Source: an optimization exercise on an open RTL-to-GDS flow (aim: small area, a short achievable clock period and few clock cycles). Production flows keep margins and buffers that such runs may drop. In this exercise RTL edits were held to simulation tests only and were not proved equivalent to the original. Power and IR drop assume default switching activity.

==> build 45 <==
Design TPU, start of the top module:
module TPU(
    clk,
    rst_n,
    in_valid,
    K,
    M,
    N,
    busy,
    A_wr_en,
    A_index,
    A_data_in,
    A_data_out,
    B_wr_en,
    B_index,
    B_data_in,
    B_data_out,
    C_wr_en,
    C_index,
    C_data_in,
    C_data_out
);
clock: 8.0 ns
lec_check: 0
abc_area: 1
cap_margin: 20
core_margin: 2
core_utilization: 55
place_density: 0.7
setup_slack_margin: 4.8
slew_margin: 20
run.sh (not shown) runs the stock make flow with config.mk's settings and CLKGATE_MAP_FILE= SYNTH_SCRIPT=/design/flow/synth_recipe.tcl, a recipe that flattens the netlist after the stock synthesis.
==> trial 51 (differences from build 45) <==
Settings changed: CORE_UTILIZATION 55 to 40, PLACE_DENSITY 0.7 to default, SETUP_SLACK_MARGIN 4.8 to 4.7.
==> results.toml <==
[clock_network]
numCtsBuffers = 111

[global_routing]
use_met2_pct = 43.1
grt_pass1_wl_um = 341000

[run_status]
status = "complete, no violations"

[layout]
design_area_um2 = 76500

[setup_path]
endpoint = "row[1].pe[1].mac.xr[13]"

[floorplanning]
die_area_um2 = 162000
(the above is from trial 51)
==> results.toml <==
[setup_path]
endpoint = "row[2].pe[0].mac.xr[9]"

[floorplanning]
die_area_um2 = 118000

[run_status]
status = "complete, no violations"

[global_routing]
use_met2_pct = 57.6
grt_pass1_wl_um = 338000

[power_and_ir_drop]
pg_clk_uw = 5280
max-vdd-ir-drop_mv = 0.203

[clock_network]
numCtsBuffers = 105
(the above is from build 45)
Testbench counts of build 45, summed over its fixed seeds: cycles 122,601.
Testbench counts of trial 51, summed over its fixed seeds: cycles 122,601.


==> inputs of trial 41 <==
Another version of the RTL of TPU (not shown whole).
Settings: LEC_CHECK=0, ABC_AREA=1, CAP_MARGIN=10, CORE_MARGIN=2, CORE_UTILIZATION=55, PLACE_DENSITY=0.7, SETUP_SLACK_MARGIN=4.7, SLEW_MARGIN=10; clock period 8.0 ns.
==> inputs of trial 70, as changes to trial 41 <==
--- a/flow/design.v
+++ b/flow/design.v
@@ -139,17 +139,17 @@
 assign B_index   = {2'd0, b_addr};
 wire       iss_v   = issuing & f_kv;
 wire       iss_clr = issuing & f_k0;
 wire       iss_wr  = iss_v & f_kl;
 wire [3:0] wmask   = f_ie ? last_rows : 4'hF;
 wire [3:0] fmask   = (f_ie & f_je) ? top_row : 4'h0;
 reg  [31:0] a_q, b_q;
 always @(posedge clk) begin
-    a_q <= A_data_out;
+    a_q <= A_data_out & {32{iss_v}};
     b_q <= B_data_out;
 end
 reg  [31:0] b_d [1:3];
 reg  [7:0]  a1_d1, a2_d1, a2_d2, a3_d1, a3_d2, a3_d3;
 always @(posedge clk) begin
     b_d[1] <= b_q;
     b_d[2] <= b_d[1];
     b_d[3] <= b_d[2];
@@ -159,17 +159,17 @@
     a3_d1  <= a_q[7:0];
     a3_d2  <= a3_d1;
     a3_d3  <= a3_d2;
 end
 wire [9:0]  a3_row [0:3];
 reg  [9:0]  tq0, tq1, tq2, tq3;
 wire [7:0]  lane0 = A_data_out[31:24];
 always @(posedge clk) begin
-    tq0 <= {2'b00, lane0} + {1'b0, lane0, 1'b0};
+    tq0 <= ({2'b00, lane0} + {1'b0, lane0, 1'b0}) & {10{iss_v}};
     tq1 <= {2'b00, a_q[23:16]} + {1'b0, a_q[23:16], 1'b0};
     tq2 <= {2'b00, a2_d1} + {1'b0, a2_d1, 1'b0};
     tq3 <= {2'b00, a3_d2} + {1'b0, a3_d2, 1'b0};
 end
 assign a3_row[0] = tq0;
 assign a3_row[1] = tq1;
 assign a3_row[2] = tq2;
 assign a3_row[3] = tq3;
- CAP_MARGIN: 10 -> 20
- CORE_UTILIZATION: 55 -> 40
- PLACE_DENSITY: 0.7 -> unset
- SETUP_SLACK_MARGIN: 4.7 -> 4.5
- SLEW_MARGIN: 10 -> 20
==> comparison <==
In flip-flop and latch count, trial 70 and trial 41 do not differ.
Trial 70 finished with timing, DRC and antenna clean. Trial 41 completed without violations.
Die area: trial 41 is lower than trial 70 (27%).
Between trial 41 and trial 70, the lower power is in trial 41 (gap about 2.5%, measured against trial 70).
In trial 70 the cell count is higher than in trial 41, by 5.0%.
Between trial 41 and trial 70, the lower synthesized cell count is in trial 41 (gap 0.92%, measured against trial 70).
Of trial 41 and trial 70, trial 70 has the higher count of clock-buffer cells in the layout (gap 2).
Clock skew is about the same in trial 70 and trial 41.
Against trial 70, the sequential share of layout area of trial 41 is lower by 0.18 points.
Register-to-register slack: trial 41 is better than trial 70 (130 ps).
==> figures <==
quantity                                                 trial 41        trial 70
Required time worst endpoint                              8530 ps         8620 ps
Area occupied by multi-input gates                    38300 sq um     37400 sq um
Highest ir drop seen on vdd                              236.9 uV        188.0 uV
Global Route met1 Usage                                    48.08%          36.42%
Core occupancy in the finished layout                      65.69%          46.65%
Grt met2 use                                               57.19%          42.01%
Period Utilization, post-route                             41.75%          43.32%
Outcome                                            finished clean  finished clean
Via count                                                   57480           55380
1st-pass router iterations                                     10               8
Via count of the first global-routing pass                  54480           53850
Detailed router's first-iteration violation count            6781            5828
Power Dens Cells                                    271.6 nW/um^2   283.4 nW/um^2
Seq group                                                 6640 uW         6610 uW
Number of nets in the final layout                           9399            9330
Terminating pin of the worst hold path                   a2_d1[3]        a2_d1[5]
Worst clock skew                                         28.88 ps        29.03 ps
Flip-flop and latch area                              20060 sq um     19850 sq um
Initial Utilization                                        55.24%          40.16%
Testbench counts of trial 41, summed over its fixed seeds: cycles 122,601.
Testbench counts of trial 70, summed over its fixed seeds: cycles 122,601.


==> v39 <==
Another version of the RTL of TPU (not shown whole).
Settings: LEC_CHECK=0, ABC_AREA=1, CAP_MARGIN=20, CORE_MARGIN=2, CORE_UTILIZATION=40, SETUP_SLACK_MARGIN=4.3, SLEW_MARGIN=20; clock period 8.0 ns.
==> inputs of v27, as changes to v39 <==
--- a/flow/design.v
+++ b/flow/design.v
@@ -158,33 +158,24 @@
     a2_d2  <= a2_d1;
     a3_d1  <= a_q[7:0];
     a3_d2  <= a3_d1;
     a3_d3  <= a3_d2;
 end
 wire [9:0]  a3_row [0:3];
-reg  [9:0]  tq [0:3];
-reg  [9:0]  t1_d1, t2_d1, t2_d2, t3_d1, t3_d2, t3_d3;
-genvar l;
-generate
-    for (l = 0; l < 4; l = l + 1) begin : triple
-        wire [7:0] lane = A_data_out[31-8*l -: 8];
-        always @(posedge clk) tq[l] <= ({2'b00, lane} + {1'b0, lane, 1'b0}) & {10{iss_v}};
-    end
-endgenerate
+reg  [9:0]  tq0, tq1, tq2, tq3;
+wire [7:0]  lane0 = A_data_out[31:24];
 always @(posedge clk) begin
-    t1_d1 <= tq[1];
-    t2_d1 <= tq[2];
-    t2_d2 <= t2_d1;
-    t3_d1 <= tq[3];
-    t3_d2 <= t3_d1;
-    t3_d3 <= t3_d2;
+    tq0 <= ({2'b00, lane0} + {1'b0, lane0, 1'b0}) & {10{iss_v}};
+    tq1 <= {2'b00, a_q[23:16]} + {1'b0, a_q[23:16], 1'b0};
+    tq2 <= {2'b00, a2_d1} + {1'b0, a2_d1, 1'b0};
+    tq3 <= {2'b00, a3_d2} + {1'b0, a3_d2, 1'b0};
 end
-assign a3_row[0] = tq[0];
-assign a3_row[1] = t1_d1;
-assign a3_row[2] = t2_d2;
-assign a3_row[3] = t3_d3;
+assign a3_row[0] = tq0;
+assign a3_row[1] = tq1;
+assign a3_row[2] = tq2;
+assign a3_row[3] = tq3;
 wire [7:0]  a_row [0:3];
 wire [31:0] b_row [0:3];
 assign a_row[0] = a_q[31:24];
 assign a_row[1] = a1_d1;
 assign a_row[2] = a2_d2;
 assign a_row[3] = a3_d3;
@@ -287,13 +278,14 @@
     input      [9:0]  a3,    
     output     [23:0] x,
     output     [23:0] y
 );
 reg  [23:0] xr;
 reg  [4:0] yr;
-wire [23:0] xc = xr & {24{~clr}};
+wire [23:0] xt = xr;
+wire [23:0] xc = xt & {24{~clr}};
 wire [23:0] yfull;
 assign yfull[0] = 1'b0;
 assign yfull[1] = 1'b0;
 assign yfull[2] = 1'b0;
 assign yfull[3] = 1'b0;
 assign yfull[4] = yr[0];
@@ -438,9 +430,9 @@
 wire [4:0] ch16 = {1'b0, xc[19], xc[18], xc[17], xc[16]} + {1'b0, 1'b0, 1'b0, 1'b0, yc[16]} + {4'd0, t60};
 wire [4:0] ch20 = {1'b0, xc[23], xc[22], xc[21], xc[20]} + {1'b0, 1'b0, 1'b0, 1'b0, yc[20]};
 always @(posedge clk) begin
     xr <= {ch20[3], ch20[2], ch20[1], ch20[0], ch16[3], ch16[2], ch16[1], ch16[0], ch12[3], ch12[2], ch12[1], ch12[0], ch8[3], ch8[2], ch8[1], ch8[0], ch4[3], ch4[2], ch4[1], ch4[0], ch0[3], ch0[2], ch0[1], ch0[0]};
     yr <= {ch16[4], ch12[4], ch8[4], ch4[4], ch0[4]};
 end
-assign x = xr;
+assign x = xt;
 assign y = yfull;
 endmodule
==> flow/config.mk (replaced) <==
export PLATFORM = sky130hd
export DESIGN_NAME = TPU
export DESIGN_NICKNAME = TPU
export VERILOG_FILES = /design/flow/design.v
export SDC_FILE = /design/flow/constraint.sdc
export NUM_CORES = 4
export LEC_CHECK = 0
export ABC_AREA = 1
export CAP_MARGIN = 20
export CORE_MARGIN = 2
export CORE_UTILIZATION = 55
export PLACE_DENSITY = 0.7
export SETUP_SLACK_MARGIN = 4.7
export SLEW_MARGIN = 20
==> notes.md <==
metric	v27	v39
Post-CTS setup buffers	169	63
Maximum number of pins on one net before global-route repair	78	61
Routed len/inst	22.9 um	22.2 um
Area post-placement	66500 sq um	68300 sq um
Fraction of area in multi-input gates	51.1%	50.5%
Outcome	finished clean	finished clean
Synth cell types	55	47
Buffer share of cell area	7.39%	5.25%
Clk_skew	0.0689 ns	0.0433 ns
Placer Congestion	1.04	1.02
Net count reported at finish	9436	9346
Data arrival time of the critical path	3.89 ns	4.31 ns
Sequential cell area	20100 sq um	20900 sq um
Data required time at the worst endpoint	8.60 ns	8.62 ns
Number of antenna violations at the first check in global routing	18	8
Number of cell instances on the worst register-to-register path	10	12
Final period utilization	41.0%	46.2%
Area Growth Syn to Fin	18.8%	14.2%
CTS Buf Count	104	107
Area fraction in and, or, nand and nor cells after synthesis	17.7%	17.5%
Testbench counts of v39, summed over its fixed seeds: cycles 122,601.
Testbench counts of v27, summed over its fixed seeds: cycles 122,601.

-- separate check: timing with driven ports --
The flow's constraints put no driver on any port. The routed layouts listed below were extracted and timed again, unchanged, in two steps. Step 1, drivers: a clkbuf_16 drives clk and a buf_2 each remaining input, both assumed. Step 2, shift: input delay + t, output delay - t, t = (earliest + latest rising clock arrival at the registers) / 2. This alone moves slack from input paths to output paths. Three values: no drivers, after step 1, after step 2; two values: the first two.
run	shift t [ns]	setup slack, ns	clock arrival spread, ns
build 45	0.811	4.699 / 4.699 / 4.333	0.038 / 0.037
trial 51	0.832	4.696 / 4.665 / 4.351	0.030 / 0.030
trial 41	0.788	4.660 / 4.659 / 4.261	0.029 / 0.029
trial 70	0.823	4.534 / 4.475 / 4.222	0.030 / 0.031
v39	0.822	4.305 / 4.305 / 4.015	0.045 / 0.046
v27	0.779	4.716 / 4.664 / 4.362	0.070 / 0.070
After both steps every run listed still meets setup and hold. The setup slack of trial 41, which loses most, moves by -0.001 ns with the drivers and by -0.399 ns with both steps.
